Source: an optimization exercise on an open RTL-to-GDS flow (aim: small area). Production flows keep margins and buffers that such runs may drop.
The RTL was checked by simulation tests, not by an equivalence proof against the original design.

==> run F <==
==> flow/design.v <==
`timescale 1ns / 1ps
module ultrasonic_fsm(
input wire clk,
input wire rst,
input wire echo,
output reg trig_start,
output wire [13:0] distance_measure
    );
    localparam [2:0]
        IDLE = 0,
        TRIG = 1,
        WAIT = 2,
        MEASURE = 3,
        TENMS = 4;
    reg [2:0] current_state, next_state;
    reg [10:0] cnt12us;
    reg waiting_start;
    reg [15:0] cnt460us;
    reg measure_start;
    reg [24:0] cnt25ms;
    reg tenms_start;
    reg [19:0] cnt10ms;
    always @(posedge clk) begin
        if (rst) current_state <= IDLE;
        else current_state <= next_state;
    end
    always @(*) begin
        next_state = current_state;
        trig_start = 0;
        waiting_start = 0;
        measure_start = 0;
        tenms_start = 0;
        case(current_state)
            IDLE: begin
            if (rst == 0 ) next_state = TRIG;
            end
            TRIG: begin
            trig_start = 1;
            if (cnt12us >=1_599) next_state = WAIT;
            end
            WAIT: begin
            waiting_start = 1;
            if (echo) next_state = MEASURE;
            else if (cnt460us >= 45_999) next_state = TRIG;
            end
            MEASURE: begin
            measure_start = 1;
            if (echo == 0) begin             
            next_state = TENMS;
            end else if (cnt25ms >= 25'd1_999_999) next_state = TRIG;
            end
            TENMS: begin
            tenms_start = 1;
            if (cnt10ms >= 20'd999_999) next_state = IDLE;
            end
            default: next_state = IDLE;
        endcase
    end    
    always @(posedge clk) begin
        if (trig_start == 0) begin
        cnt12us <= 0; 
        end else if (cnt12us == 1_599) begin
        cnt12us <= 0;
        end else cnt12us <= cnt12us + 1;
    end 
    always @(posedge clk) begin
        if (waiting_start == 0) begin
          cnt460us <= 0;
        end else if (cnt460us == 45_999) begin
          cnt460us <= 0;
        end else cnt460us <= cnt460us + 1;
    end
    always @(posedge clk) begin
        if (measure_start == 0) begin
          cnt25ms <= 0;
        end else if (cnt25ms == 1_999_999) begin
          cnt25ms <= 0;
        end else cnt25ms <= cnt25ms + 1;
    end
    always @(posedge clk) begin
        if (tenms_start == 0) begin
          cnt10ms <= 0;
        end else if (cnt10ms == 999_999) begin
          cnt10ms <= 0;
        end else cnt10ms <= cnt10ms + 1;
    end
    reg [24:0] distance;
    always @(posedge clk) begin
    if (rst) distance <= 0;
    else if (current_state == MEASURE && (echo == 0)) begin
        distance <= cnt25ms;
    end
    end    
    assign distance_measure = distance/5830;
endmodule
==> flow/run.sh <==
#!/bin/bash
# synth_recipe.tcl (not shown) runs the flow's synth.tcl, then flattens the netlist and writes it again
# the make line also repeats each setting of config.mk as NAME=value (left out here)
make -C /OpenROAD-flow-scripts/flow DESIGN_CONFIG=/design/flow/config.mk WORK_HOME=/design/flow/orfs CLKGATE_MAP_FILE= SYNTH_SCRIPT=/design/flow/synth_recipe.tcl finish
==> flow/config.mk <==
export PLATFORM = sky130hd
export DESIGN_NAME = ultrasonic_fsm
export DESIGN_NICKNAME = ultrasonic_fsm
export VERILOG_FILES = /design/flow/design.v
export SDC_FILE = /design/flow/constraint.sdc
export NUM_CORES = 4
export LEC_CHECK = 0
export CAP_MARGIN = 20
export CORE_MARGIN = 2
export CORE_UTILIZATION = 40
export SLEW_MARGIN = 20
==> flow/constraint.sdc <==
create_clock -name core_clock -period 25.0 [get_ports {clk}]
set_input_delay 5.0000 -clock core_clock [delete_from_list [all_inputs] [get_ports {clk}]]
set_output_delay 5.0000 -clock core_clock [all_outputs]
set_load 0.01 [all_outputs]
==> inputs of run E, as changes to run F <==
==> flow/design.v (replaced) <==
`timescale 1ns / 1ps
module ultrasonic_fsm(
input wire clk,
input wire rst,
input wire echo,
output wire trig_start,
output wire [13:0] distance_measure
    );
    reg [2:0] ph;
    reg [12:0] z;    
    reg [8:0] q;
    reg [8:0] d;
    wire trig = ph[2];
    wire idle = ~(ph[2] | ph[1] | ph[0]);
    wire wt   = ~ph[1] & ph[0];
    wire meas = ph[1] & ~ph[0];
    wire ten  = ph[1] & ph[0];
    wire r_wrap  = (((z ^ 13'd209) & 13'd5885) == 13'd0);   
    wire r_trg   = (((z ^ 13'd294) & 13'd2415) == 13'd0);   
    wire r_wt    = (((z ^ 13'd3160) & 13'd4059) == 13'd0);   
    wire r_ms    = (((z ^ 13'd4120) & 13'd5145) == 13'd0);   
    wire r_tn    = (((z ^ 13'd528) & 13'd2038) == 13'd0);   
    wire end_trg = r_trg;
    wire end_wt  = &(q | ~9'd7)   & r_wt;     
    wire end_ms  = &(q | ~9'd343) & r_ms;     
    wire end_tn  = &(q | ~9'd171) & r_tn;     
    wire clr = idle | (trig & end_trg) | (wt & (echo | end_wt)) |
               (meas & (~echo | end_ms)) | (ten & end_tn);
    always @(posedge clk) begin
        if (rst) ph <= 3'b000;
        else if (idle) ph <= 3'b100;
        else if (trig) begin
            if (end_trg) ph <= 3'b001;
        end else if (wt) begin
            if (echo) ph <= 3'b010;
            else if (end_wt) ph <= 3'b100;
        end else if (meas) begin
            if (~echo) ph <= 3'b011;
            else if (end_ms) ph <= 3'b100;
        end else if (ten) begin
            if (end_tn) ph <= 3'b000;
        end
    end
    always @(posedge clk) begin
        if (clr | r_wrap) z <= 13'd5200;
        else z <= {~z[11:0], ~(z[0] ^ z[12])};
        if (clr) q <= 9'd0;
        else if (r_wrap) q <= q + 9'd1;
    end
    always @(posedge clk) begin
        if (rst) d <= 9'd0;
        else if (meas & ~echo) d <= q;
    end
    assign trig_start = trig;
    assign distance_measure = {5'd0, d};
endmodule
==> flow/flow/run.sh (new file) <==
#!/bin/bash
# Own layout flow: the standard synthesis, then an area-oriented ABC
# re-mapping of the combinational logic (registers kept as synthesized),
# then the standard ORFS layout with small port buffers and clock buffers.
set -euo pipefail
W=$PWD
RES=$W/orfs/results/$FLOW_PLATFORM/ultrasonic_fsm/base
LIB=$FLOW_HOME/platforms/$FLOW_PLATFORM/lib/sky130_fd_sc_hd__tt_025C_1v80.lib

bash standard.sh $RES/1_2_yosys.v > $W/synth.log 2>&1

cp $RES/1_2_yosys.v $W/synth_standard.v
DU=$(sed -n '/^export DONT_USE_CELLS/,/^$/p' $FLOW_HOME/platforms/$FLOW_PLATFORM/config.mk | tr -d '\\' | grep -o 'sky130_fd_sc_hd__[a-z0-9_]*' | sed 's/^/-dont_use /' | tr '\n' ' ')
cp flow/area.abc $W/area.abc
cat > $W/reopt.ys <<EOS
read_liberty -ignore_miss_func $LIB
read_verilog $W/synth_standard.v
hierarchy -top $FLOW_TOP
blackbox sky130_fd_sc_hd__dfxtp_1
flatten
hierarchy -top $FLOW_TOP
opt -purge
abc -liberty $LIB $DU -script $W/area.abc
opt_clean -purge
setundef -zero
hilomap -singleton -hicell sky130_fd_sc_hd__conb_1 HI -locell sky130_fd_sc_hd__conb_1 LO
splitnets
opt_clean -purge
insbuf -buf sky130_fd_sc_hd__buf_1 A X
tee -o $W/reopt_stat.txt stat -liberty $LIB
write_verilog -noexpr -noattr -nohex -nodec $RES/1_2_yosys.v
EOS
yosys -s $W/reopt.ys > $W/reopt.log 2>&1

bash standard.sh "BUFFER_PORTS_ARGS=-buffer_cell sky130_fd_sc_hd__buf_1" SKIP_REPAIR_TIE_FANOUT=1 finish > $W/layout.log 2>&1
==> flow/flow/area.abc (new file) <==
strash; dc2; balance; rewrite -z; refactor -z; rewrite -z; dch -f; map -a; topo
==> flow/standard.sh (new file) <==
#!/bin/bash
# synth_recipe.tcl (not shown) runs the flow's synth.tcl, then flattens the netlist and writes it again
# the make line also repeats each setting of config.mk as NAME=value (left out here)
make -C /OpenROAD-flow-scripts/flow DESIGN_CONFIG=/design/flow/config.mk WORK_HOME=/design/flow/orfs CLKGATE_MAP_FILE= SYNTH_SCRIPT=/design/flow/synth_recipe.tcl "${@:-finish}"
removed: flow/run.sh
==> run summary <==
outcome no timing/DRC/antenna violations; synthesized area 1355 sq um; Final Cell Area 1469 sq um; Die Wd ~62 um; Setup Crit Path Kind input pin to flip-flop; required time worst endpoint 25.28 ns; Clock transition at path regs 0.09 ns; FILL cells ~360; Hold Slack roughly 0.43 ns
That was run E.
==> run summary <==
Final Cell Area 11,260 sq um; Die Wd 167.4 um; Clock transition at path regs 0.07 ns; FILL cells 2,725; Setup Crit Path Kind flip-flop to output port; outcome no timing/DRC/antenna violations
That was run F.

what the ideal ports hide:
The results above use ideal ports. As a check the final layouts listed here were re-extracted and re-timed, cells and wires unchanged.
Step 1 sets driving cells, clkbuf_16 on the clock port and buf_2 on the other inputs (assumed; they add their load-dependent delay and slew).
Step 2 times the ports against the registers' clock, not the clock port: input delays grow and output delays shrink by t, the midpoint of the rising clock arrivals with the driver on.
a / b / c = no drivers / after step 1 / after step 2; a / b = the first two.
run | t (ns) | slack for setup (ns) | worst setup path at the end | latest minus earliest clock arrival (ns) | worst register clock-pin slew, ns
run F | 0.374 | 2.847 / 2.810 / 3.184 | register to output | 0.006 / 0.007 | 0.07 / 0.07
run E | 0.359 | 18.343 / 18.345 / 17.986 | input to register | 0.005 / 0.006 | 0.10 / 0.10
After both steps setup and hold are still met in every run listed. For run E, which loses most, drivers alone change the setup slack by +0.002 ns; drivers and shift together by -0.357 ns.
